What follows belongs to an exercise in optimizing a design on an open flow for small area and a short achievable clock period; a production flow would make more cautious choices.
In this exercise RTL edits were held to simulation tests only and were not proved equivalent to the original.
Power figures rest on the tool's default switching activity, not on a simulated workload.

// rat_round
module rat_round #(parameter WIDTH=32) (
        input clk,
        input rst,
        input [WIDTH-1:0] in_num,
        input [WIDTH-1:0] in_den,
        output wire [WIDTH-1:0] out_num,
        output wire [WIDTH-1:0] out_den,
        output wire rdy
    );
Size in the first run: ~5,600 cells after synthesis, about 250 flip-flops, roughly 130 I/O pins, roughly 0.037 mm2 of cells after synthesis.
clock: 72.0 ns
lec_check: 0
abc_area: 1
cap_margin: 20
core_margin: 2
core_utilization: 60
cts_buf_list: sky130_fd_sc_hd__clkbuf_16
cts_cluster_diameter: 100
cts_cluster_size: 22
gpl_routability_driven: 0
place_density: 0.85
slew_margin: 80
standard.sh (not shown) runs the stock make flow with config.mk's settings and CLKGATE_MAP_FILE= SYNTH_SCRIPT=/design/flow/synth_recipe.tcl, a recipe that flattens the netlist after the stock synthesis.
==> flow/flow/run.sh <==
#!/bin/bash
# Own layout flow: the standard synthesis and layout (standard.sh), except
# that the input and output ports are buffered with buf_2 cells rather than the
# clkdlybuf4s50 delay buffer that buffer_ports picks by itself.
set -euo pipefail
cd "$(dirname "$(readlink -f "$0")")/.."
bash standard.sh synth > flow_synth.log 2>&1
bash standard.sh "BUFFER_PORTS_ARGS=-buffer_cell sky130_fd_sc_hd__buf_2" finish > flow_layout.log 2>&1
Rerun with:
- SLEW_MARGIN: 80 -> 70
=>
- The changed run passed the timing, design-rule and antenna checks
- routed wire length fell by 1.4%
- die area stays the same
- area after synthesis does not change
- final area fell by 3.1%
- cell count fell by 0.63%
- fmax fell by 1.1%
- via count fell by 1.2%
Rerun with:
- CORE_UTILIZATION: 60 -> 70
- CTS_CLUSTER_DIAMETER: 100 -> 80
- CTS_CLUSTER_SIZE: 22 -> 16
- PLACE_DENSITY: 0.85 -> 0.9
- SLEW_MARGIN: 70 -> 80
Effect:
- The new run finished clean
- power rose by about 7%
- cell area went up by about 3.5%
- via count rose by about 5.4%
- synthesized area does not change
- setup slack is worse by 0.25 ns
- worst hold slack is better by 0.0032 ns
- wire length is higher by 9.3%
- global-route usage went up by 8.1 points
Rerun with:
- CORE_UTILIZATION: 70 -> 60
- PLACE_DENSITY: 0.9 -> 0.85
After rerunning: Via count drops by 4.1%; wire length falls by 7.0%; setup slack gains 0.50 ns; design area is about the same; core utilization falls by 11 points; flip-flop and latch count does not change.

## v10
rat_round, a different RTL version from the one above (not shown whole).
Size: ~37000 sq um of cells after synthesis.
Settings: LEC_CHECK=0, ABC_AREA=1, CAP_MARGIN=20, CORE_MARGIN=2, CORE_UTILIZATION=60, CTS_BUF_LIST=sky130_fd_sc_hd__clkbuf_16, CTS_CLUSTER_DIAMETER=100, CTS_CLUSTER_SIZE=22, GPL_ROUTABILITY_DRIVEN=0, PLACE_DENSITY=0.85, SLEW_MARGIN=80; clock period 72.0 ns.
Scripts as last shown in full above: flow/flow/run.sh
> inputs changed (v10 -> v9)
# v10
export LEC_CHECK = 0
export ABC_AREA = 1
export CAP_MARGIN = 20
export CORE_MARGIN = 2
export CORE_UTILIZATION = 60
export CTS_BUF_LIST = sky130_fd_sc_hd__clkbuf_16
export CTS_CLUSTER_DIAMETER = 100
export CTS_CLUSTER_SIZE = 22
export GPL_ROUTABILITY_DRIVEN = 0
export PLACE_DENSITY = 0.85
export SLEW_MARGIN = 80
create_clock -name core_clock -period 72.0 [get_ports {clk}]
# v9
export LEC_CHECK = 0
export ABC_AREA = 1
export CAP_MARGIN = 20
export CORE_MARGIN = 2
export CORE_UTILIZATION = 60
export CTS_BUF_LIST = sky130_fd_sc_hd__clkbuf_16
export CTS_CLUSTER_DIAMETER = 100
export CTS_CLUSTER_SIZE = 22
export GPL_ROUTABILITY_DRIVEN = 0
export PLACE_DENSITY = 0.8
export SLEW_MARGIN = 70
create_clock -name core_clock -period 72.0 [get_ports {clk}]
==> summary.txt <==
Having completed the whole flow, v9 delivered a layout that passed the timing, design-rule and antenna checks. Diff v10 and v9: critical path required time higher in v9. Delta (v9 minus v10): final standard cell area without fillers went down by 3.2%; sum of met2 wire segment lengths after detailed routing went down by 1200 um; area added between synthesis and finish went down by 3.6 points; final clock period utilization by the worst path went down by 0.81 points; routed wire length went down by 1700 um. Of the two values seen for top layer reached by signal wires, met5 was produced by v9 and met4 by v10. v9 vs v10 — net count of the finished layout dropped slightly. v9 has fraction of area in clock buffers and inverters above what v10 had.
What v3 does differently from v9 at the input level:
# v9
export LEC_CHECK = 0
export ABC_AREA = 1
export CAP_MARGIN = 20
export CORE_MARGIN = 2
export CORE_UTILIZATION = 60
export CTS_BUF_LIST = sky130_fd_sc_hd__clkbuf_16
export CTS_CLUSTER_DIAMETER = 100
export CTS_CLUSTER_SIZE = 22
export GPL_ROUTABILITY_DRIVEN = 0
export PLACE_DENSITY = 0.8
export SLEW_MARGIN = 70
create_clock -name core_clock -period 72.0 [get_ports {clk}]
# v3
export LEC_CHECK = 0
export ABC_AREA = 1
export CAP_MARGIN = 20
export CORE_MARGIN = 2
export CORE_UTILIZATION = 60
export CTS_BUF_LIST = sky130_fd_sc_hd__clkbuf_4 sky130_fd_sc_hd__clkbuf_8
export GPL_ROUTABILITY_DRIVEN = 0
export PLACE_DENSITY = 0.85
export SLEW_MARGIN = 80
create_clock -name core_clock -period 72.0 [get_ports {clk}]
Findings:
| combined area of all synthesized cells | v3 vs v9 | ≈ equal |. Looking at maximum number of pins on one net before global-route repair, v3 sits about 8% below v9. Going from v9 to v3, cell count along the critical path shrank by more than half. Clock tree skew after final layout ended up 0.0061 ns lower on v3 than on v9. v9 has a higher total buffers and inverters traversed by the critical path than v3. | post-route worst hold slack | v9 vs v3 | ≈ equal |. [compare] base=v9 new=v3: finished layout cell area went up 4.5%; setup slack shrank by 0.66 ns. Routed length per instance: v9 and v3 compared, higher one is v3. Number of antenna violations at the first check in global routing is higher on v9.
Modified inputs, v6 compared to v3
# v3
export LEC_CHECK = 0
export ABC_AREA = 1
export CAP_MARGIN = 20
export CORE_MARGIN = 2
export CORE_UTILIZATION = 60
export CTS_BUF_LIST = sky130_fd_sc_hd__clkbuf_4 sky130_fd_sc_hd__clkbuf_8
export GPL_ROUTABILITY_DRIVEN = 0
export PLACE_DENSITY = 0.85
export SLEW_MARGIN = 80
create_clock -name core_clock -period 72.0 [get_ports {clk}]
# v6
export LEC_CHECK = 0
export ABC_AREA = 1
export CAP_MARGIN = 20
export CORE_MARGIN = 2
export CORE_UTILIZATION = 60
export CTS_BUF_LIST = sky130_fd_sc_hd__clkbuf_16
export CTS_CLUSTER_DIAMETER = 100
export CTS_CLUSTER_SIZE = 22
export GPL_ROUTABILITY_DRIVEN = 0
export PLACE_DENSITY = 0.85
export SLEW_MARGIN = 60
create_clock -name core_clock -period 72.0 [get_ports {clk}]
## What came out
- v6 | status: complete | timing, DRC, antenna: pass
- Between v6 and v3, the clock-cell share of area is higher for v3.
- Diff v3..v6 | proportion of synthesized chip area in sequential cells | negligible
- The reported combinational group power in v6 sits about 6% below the value recorded for v3.

## afterwards: timing with drivers on the ports
The flow's constraints put no driver on any port. The routed layouts listed below were extracted and timed again, unchanged, in two steps. Step 1: set_driving_cell puts a clkbuf_16 on clk and a buf_2 on each other input, an assumption about the parent block. Step 2, shift: input delay + t, output delay - t, t = (earliest + latest rising clock arrival at the registers) / 2. This alone moves slack from input paths to output paths. Three values: no drivers, after step 1, after step 2; two values: the first two.
run	shift t [ns]	slack for setup (ns)	hold WS [ns]	worst setup path after step 2	worst register clock-pin slew, ns
the first run of note 1	0.577	46.267 / 46.309 / 45.732	0.333 / 0.333 / 0.333	input to register	0.09 / 0.09
the second run of note 1	0.575	45.983 / 46.022 / 45.447	0.325 / 0.325 / 0.325	input to register	0.09 / 0.09
the third run of note 1	0.625	45.729 / 45.745 / 45.120	0.328 / 0.328 / 0.328	input to register	0.08 / 0.08
the fourth run of note 1	0.583	46.225 / 46.262 / 45.679	0.320 / 0.320 / 0.320	input to register	0.08 / 0.08
v10	0.588	45.508 / 45.449 / 46.037	0.321 / 0.321 / 0.321	register to output	0.10 / 0.10
v9	0.595	46.091 / 46.091 / 46.091	0.322 / 0.322 / 0.322	register to register	0.10 / 0.10
v3	0.685	45.429 / 45.378 / 46.064	0.324 / 0.324 / 0.324	register to output	0.07 / 0.07
v6	0.578	44.883 / 44.883 / 44.883	0.321 / 0.321 / 0.321	register to register	0.10 / 0.10
After both steps setup and hold are still met in every run listed. For the third run of note 1, which loses most, drivers alone change the setup slack by +0.016 ns; drivers and shift together by -0.609 ns.
